Source: an optimization exercise on an open RTL-to-GDS flow (aim: small area, a short achievable clock period and few clock cycles). Production flows keep margins and buffers that such runs may drop.
The RTL was checked by simulation tests, not by an equivalence proof against the original design.
Power figures rest on the tool's default switching activity, not on a simulated workload.

==> inputs of run a <==
// pipeline
module pipeline (clk, reset, imem_addr, imem_rdata, dmem_addr, dmem_wdata, dmem_we, dmem_rdata);
    input           clk, reset;
    output  [31:0]  imem_addr;
    input   [31:0]  imem_rdata;
    output  [31:0]  dmem_addr, dmem_wdata;
    output          dmem_we;
    input   [31:0]  dmem_rdata;
    reg     [31:2]  pc;
    reg             d_v;
    reg     [31:0]  d_ir;
    reg     [3:0]   d_rs_hi, d_rt_hi;
    reg     [7:0]   d_rs_lo, d_rt_lo;
    reg             d_bt_c;      
    reg     [9:2]   d_pclo;      
    reg             e_wr, e_lw, e_sw, e_br, e_bne;
    reg             e_sub, e_and, e_or, e_slt;
    reg     [4:0]   e_rd;
    reg     [31:0]  e_a;         
    reg     [31:0]  e_b;         
    reg     [31:0]  e_c;         
    reg             e_pred;
    reg             e_skip1;     
    reg             m_wr, m_lw, m_we;
    reg     [4:0]   m_rd;
    reg     [31:0]  m_res, m_sd;
    wire            mispred;
    wire    [31:2]  e_alt;
    wire    [31:0]  res;
    wire            ld_use;
    wire    [31:0]  inst    = imem_rdata;
    wire    [31:2]  pc_next;
    wire            f_bt_c;
    wire    [9:2]   f_pclo;
    wire            f_nseq;
    fetch_next fnext(pc_next, f_bt_c, f_pclo, f_nseq, pc, inst, mispred, ld_use, e_alt);
    wire    [5:0]   op   = d_ir[31:26];
    wire    [5:0]   fn   = d_ir[5:0];
    wire    [4:0]   rs   = d_ir[25:21];
    wire    [4:0]   rt   = d_ir[20:16];
    wire    [4:0]   rdf  = d_ir[15:11];
    wire    [15:0]  imm  = d_ir[15:0];
    wire            is_r    = op == 6'h00;
    wire            is_beq  = op == 6'h04;
    wire            is_bne  = op == 6'h05;
    wire            is_addi = op == 6'h08;
    wire            is_andi = op == 6'h0C;
    wire            is_lw   = op == 6'h23;
    wire            is_sw   = op == 6'h2B;
  ...
clock: 12.0 ns
lec_check: 0
cap_margin: 30
core_margin: 2
core_utilization: 40
slew_margin: 30
synth_hierarchical: 1
standard.sh (not shown) runs the stock make flow with config.mk's settings and CLKGATE_MAP_FILE= SYNTH_SCRIPT=/design/flow/synth_recipe.tcl, a recipe that flattens the netlist after the stock synthesis.
==> flow/flow/run.sh <==
#!/bin/bash
# Own flow: the standard synthesis and layout with these changes:
#  - timing repair is asked for more setup slack than the 12 ns clock needs,
#    so that it shortens the paths (SETUP_SLACK_MARGIN), on all the failing
#    endpoints (TNS_END_PERCENT);
#  - floorplan removes synthesis's buffers instead of a first repair pass;
#  - port buffers are buf_2 rather than the slow delay buffer picked by default;
#  - larger clock-tree sink clusters, so fewer clock buffers;
set -euo pipefail
cd "$(dirname "${BASH_SOURCE[0]}")/.."
bash standard.sh synth > synth.log 2>&1
# the platform's don't-use list, and the cells repair may not use here
DU=""
for c in \
          probe_p_8 probec_p_8 lpflow_bleeder_1 lpflow_clkbufkapwr_1 lpflow_clkbufkapwr_16 \
          lpflow_clkbufkapwr_2 lpflow_clkbufkapwr_4 lpflow_clkbufkapwr_8 lpflow_clkinvkapwr_1 \
          lpflow_clkinvkapwr_16 lpflow_clkinvkapwr_2 lpflow_clkinvkapwr_4 lpflow_clkinvkapwr_8 \
          lpflow_decapkapwr_12 lpflow_decapkapwr_3 lpflow_decapkapwr_4 lpflow_decapkapwr_6 \
          lpflow_decapkapwr_8 lpflow_inputiso0n_1 lpflow_inputiso0p_1 lpflow_inputiso1n_1 \
          lpflow_inputiso1p_1 lpflow_inputisolatch_1 lpflow_isobufsrc_1 lpflow_isobufsrc_16 \
          lpflow_isobufsrc_2 lpflow_isobufsrc_4 lpflow_isobufsrc_8 lpflow_isobufsrckapwr_16 \
          lpflow_lsbuf_lh_hl_isowell_tap_1 lpflow_lsbuf_lh_hl_isowell_tap_2 \
          lpflow_lsbuf_lh_hl_isowell_tap_4 lpflow_lsbuf_lh_isowell_4 \
          lpflow_lsbuf_lh_isowell_tap_1 lpflow_lsbuf_lh_isowell_tap_2 \
          lpflow_lsbuf_lh_isowell_tap_4 \
         clkinvlp_2 clkinvlp_4 clkdlybuf4s15_1 clkdlybuf4s15_2 clkdlybuf4s18_1 clkdlybuf4s18_2 \
         clkdlybuf4s25_1 clkdlybuf4s25_2 clkdlybuf4s50_1 clkdlybuf4s50_2 dlygate4sd1_1 \
         dlygate4sd2_1 dlygate4sd3_1 dlymetal6s2s_1 dlymetal6s4s_1 dlymetal6s6s_1; do
    DU="$DU sky130_fd_sc_hd__$c"
done
echo "DONT_USE_CELLS=$DU" > dont_use.log
bash standard.sh \
    SETUP_SLACK_MARGIN=8.35 TNS_END_PERCENT=100 REMOVE_ABC_BUFFERS=1 \
    "BUFFER_PORTS_ARGS=-buffer_cell sky130_fd_sc_hd__buf_2" \
    CTS_CLUSTER_SIZE=20 CTS_CLUSTER_DIAMETER=100 CTS_BUF_LIST=sky130_fd_sc_hd__clkbuf_16 \
    "DONT_USE_CELLS=$DU" \
    finish > layout.log 2>&1
==> inputs of run b, as changes to run a <==
==> flow/design.v (replaced) <==
`timescale 1ns / 1ps
module pipeline (clk, reset, imem_addr, imem_rdata, dmem_addr, dmem_wdata, dmem_we, dmem_rdata);
    input           clk, reset;
    output  [31:0]  imem_addr;
    input   [31:0]  imem_rdata;
    output  [31:0]  dmem_addr, dmem_wdata;
    output          dmem_we;
    input   [31:0]  dmem_rdata;
    reg     [31:2]  pc;
    reg             d_v;
    reg     [31:0]  d_ir;
    reg             d_bt_c;      
    reg             e_wr, e_lw, e_sw, e_br, e_bne;
    reg             e_sub, e_and, e_or, e_slt;
    reg     [4:0]   e_rd;
    reg     [31:0]  e_a;         
    reg     [31:0]  e_b;         
    reg     [31:0]  e_c;         
    reg             e_pred;
    reg             m_wr, m_lw, m_we;
    reg     [4:0]   m_rd;
    reg     [31:0]  m_res, m_sd;
    wire            mispred;
    wire    [31:2]  e_alt;
    wire    [31:0]  res;
    wire            ld_use;
    wire    [31:0]  inst    = imem_rdata;
    wire    [31:2]  pc_next;
    wire            f_bt_c;
    fetch_next fnext(pc_next, f_bt_c, pc, inst, mispred, ld_use, e_alt);
    wire    [5:0]   op   = d_ir[31:26];
    wire    [5:0]   fn   = d_ir[5:0];
    wire    [4:0]   rs   = d_ir[25:21];
    wire    [4:0]   rt   = d_ir[20:16];
    wire    [4:0]   rdf  = d_ir[15:11];
    wire    [15:0]  imm  = d_ir[15:0];
    wire            is_r    = op == 6'h00;
    wire            is_beq  = op == 6'h04;
    wire            is_bne  = op == 6'h05;
    wire            is_addi = op == 6'h08;
    wire            is_andi = op == 6'h0C;
    wire            is_lw   = op == 6'h23;
    wire            is_sw   = op == 6'h2B;
    wire            is_br   = is_beq | is_bne;
    wire            use_rs  = is_r | is_br | is_addi | is_andi | is_lw | is_sw;
    wire            use_rt  = is_r | is_br | is_sw;
    wire            wr_rt   = is_addi | is_andi | is_lw;
    wire    [4:0]   dst     = is_r ? rdf : (wr_rt ? rt : 5'd0);
    wire            f_add   = is_r & (fn == 6'h20);
    wire            f_sub   = is_r & (fn == 6'h22);
    wire            f_or    = is_r & (fn == 6'h25);
    wire            f_slt   = is_r & (fn == 6'h2A);
    wire            f_and   = (is_r & ~f_add & ~f_sub & ~f_or & ~f_slt) | is_andi;
    wire    [31:0]  w_data  = m_lw ? dmem_rdata : m_res;
    reg     [31:0]  rf [1:31];
    reg     [31:1]  rf_v;
    wire    [31:1]  wsel, rd_en, sel_a, sel_b;
    genvar          g;
    generate
        for (g = 1; g < 32; g = g + 1) begin : rfw
            assign wsel[g]  = m_wr && m_rd == g;
            assign rd_en[g] = rf_v[g] && !wsel[g];
            assign sel_a[g] = rd_en[g] && rs == g;
            assign sel_b[g] = rd_en[g] && rt == g;
            always @(posedge clk)
                if (wsel[g])
                    rf[g] <= w_data;
        end
    endgenerate
    always @(posedge clk or posedge reset) begin
        if (reset)
            rf_v <= 31'b0;
        else
            rf_v <= rf_v | wsel;
    end
    wire            byp_a   = m_wr && m_rd == rs && rs != 5'd0;
    wire            byp_b   = m_wr && m_rd == rt && rt != 5'd0;
    reg     [31:0]  r_a, r_b;
    integer         i;
    always @* begin
        r_a = {32{byp_a}} & w_data;
        r_b = {32{byp_b}} & w_data;
        for (i = 1; i < 32; i = i + 1) begin
            r_a = r_a | ({32{sel_a[i]}} & rf[i]);
            r_b = r_b | ({32{sel_b[i]}} & rf[i]);
        end
    end
    wire            fwd_a   = e_wr && !e_lw && e_rd == rs;
    wire            fwd_b   = e_wr && !e_lw && e_rd == rt;
    wire    [31:0]  v_a     = fwd_a ? res : r_a;
    wire    [31:0]  v_b     = fwd_b ? res : r_b;
    assign          ld_use  = d_v && e_wr && e_lw && ((use_rs && e_rd == rs) || (use_rt && e_rd == rt));
    wire    [31:0]  ext     = {{16{imm[15]}}, imm};
    wire            d_back  = (imm[15:8] == 8'hFF) & d_bt_c;
    wire    [31:2]  br_alt  = d_back ? pc - ext[29:0] : pc + ext[29:0];
    wire            d_pred  = is_br & d_back;
    wire            d_go    = d_v && !ld_use && !mispred;
    wire    [32:0]  sum     = {1'b0, e_a} + {1'b0, e_b ^ {32{e_sub}}} + {32'b0, e_sub};
    assign          res     = e_and ? (e_a & e_b) :
                              e_or  ? (e_a | e_b) :
                              e_slt ? {31'b0, ~sum[32]} :
                                      sum[31:0];
    wire            eq      = e_a == e_c;
    wire            taken   = eq ^ e_bne;
    assign          mispred = e_br && (taken ^ e_pred);
    assign          e_alt   = e_b[29:0];
    always @(posedge clk or posedge reset) begin
        if (reset) begin
            pc      <= 30'b0;
            d_v     <= 1'b0;
            e_wr    <= 1'b0;
            e_lw    <= 1'b0;
            e_sw    <= 1'b0;
            e_br    <= 1'b0;
            m_wr    <= 1'b0;
            m_we    <= 1'b0;
        end else begin
            pc      <= pc_next;
            if (!ld_use)
                d_v <= !mispred;
            e_wr    <= d_go && dst != 5'd0;
            e_lw    <= d_go && is_lw;
            e_sw    <= d_go && is_sw;
            e_br    <= d_go && is_br;
            m_wr    <= e_wr;
            m_we    <= e_sw;
        end
    end
    always @(posedge clk) begin
        if (!ld_use) begin
            d_ir    <= inst;
            d_bt_c  <= f_bt_c;
        end
        e_rd        <= dst;
        e_bne       <= is_bne;
        e_pred      <= d_pred;
        e_sub       <= f_sub | f_slt;
        e_and       <= f_and;
        e_or        <= f_or;
        e_slt       <= f_slt;
        e_a         <= v_a;
        e_b         <= is_r ? v_b : (is_br ? {2'b00, br_alt} : ext);
        e_c         <= v_b;
        m_lw        <= e_lw;
        m_rd        <= e_rd;
        m_res       <= res;
        m_sd        <= e_c;
    end
    assign imem_addr  = {pc, 2'b00};
    assign dmem_addr  = m_res;
    assign dmem_wdata = m_sd;
    assign dmem_we    = m_we;
endmodule
module fetch_next(pc_next, bt_c, pc, inst, mispred, ld_use, e_alt);
    output  [31:2]  pc_next;
    output          bt_c;
    input   [31:2]  pc;
    input   [31:0]  inst;
    input           mispred, ld_use;
    input   [31:2]  e_alt;
    wire            f_j     = inst[31:26] == 6'h02;
    wire            f_br    = inst[31:27] == 5'b00010;       
    wire    [31:2]  pc_inc  = pc + 30'd1;
    wire    [8:0]   bt_lo   = {1'b0, pc_inc[9:2]} + {1'b0, inst[7:0]};
    wire            f_pred  = f_br & (inst[15:8] == 8'hFF) & bt_lo[8];
    wire    [31:2]  btgt    = {pc_inc[31:10], bt_lo[7:0]};
    assign          bt_c    = bt_lo[8];
    wire            s_alt   = mispred;
    wire            s_hold  = !mispred && ld_use;
    wire            s_j     = !mispred && !ld_use && f_j;
    wire            s_bt    = !mispred && !ld_use && f_pred;
    wire            s_inc   = !mispred && !ld_use && !f_j && !f_pred;
    assign          pc_next = ({30{s_alt}}  & e_alt) |
                              ({30{s_hold}} & pc) |
                              ({30{s_j}}    & {pc_inc[31:28], inst[25:0]}) |
                              ({30{s_bt}}   & btgt) |
                              ({30{s_inc}}  & pc_inc);
endmodule
==> flow/flow/run.sh (replaced) <==
#!/bin/bash
# Own flow: the standard synthesis and layout with these changes:
#  - timing repair is asked for more setup slack than the 12 ns clock needs,
#    so that it shortens the paths (SETUP_SLACK_MARGIN);
#  - port buffers are buf_2 rather than the slow delay buffer picked by default;
set -euo pipefail
cd "$(dirname "${BASH_SOURCE[0]}")/.."
bash standard.sh synth > synth.log 2>&1
bash standard.sh \
    SETUP_SLACK_MARGIN=8.2 TNS_END_PERCENT=100 \
    "BUFFER_PORTS_ARGS=-buffer_cell sky130_fd_sc_hd__buf_2" \
    CTS_CLUSTER_SIZE=20 CTS_CLUSTER_DIAMETER=100 CTS_BUF_LIST=sky130_fd_sc_hd__clkbuf_16 \
    finish > layout.log 2>&1
==> summary.txt <==
In clock power, run a and run b hardly differ. Between run a and run b, the lower register-to-register slack is in run b (gap 210 ps). Against run a, the wire length of run b is higher by about 17%. In run a the worst setup slack is higher than in run b, by 210 ps. Against run a, the core utilization of run b is higher by 2.1 points.
==> figures <==
quantity	run a	run b
Min Tclk post-route	3740 ps	3950 ps
Standard cell area after detailed placement	61300 µm²	61200 µm²
Routed length on met3	26300 µm	52100 µm
TritonCTS buffer count	78	76
Number of DRC violations after detailed-routing iteration 0	7512	11.4k
Non-clock inverter total of the final layout	58	94
Outcome	finished clean	finished clean
Largest cell class	multi-input gates	sequential cells
Core Area	146000 µm²	142000 µm²
Met2 routed WL	110000 µm	117000 µm
Synthesized instance count	5497	4398
Leading cell type in the layout, fill and taps excluded	a22o_1	edfxtp_1
Testbench counts of run a, summed over its fixed seeds: cycles 38,424.
Testbench counts of run b, summed over its fixed seeds: cycles 38,834.

-- re-timing with driven ports --
How much do the figures lean on ideal ports? The routed layouts below were timed once more, with nothing changed but the port constraints. Step 1 sets driving cells, clkbuf_16 on the clock port and buf_2 on the other inputs (assumed; they add their load-dependent delay and slew). Step 2 moves the port delays by t, midway between the first and last clock arrival at a register: inputs arrive t later, outputs are due t later. That takes back most of the time a late clock gives input paths. a / b / c = ideal ports / drivers / drivers and shift; a / b = the first two.
run | t, ns | setup WS [ns] | worst slew at a driven data input, ns | cell pins on the clock port's net
run a | 0.792 | 8.264 / 8.207 / 7.656 | 0.06 | 1
run b | 0.796 | 8.054 / 7.995 / 7.329 | 0.05 | 1
After both steps every run listed still meets setup and hold. The setup slack of run b, which loses most, moves by -0.059 ns with the drivers and by -0.725 ns with both steps.
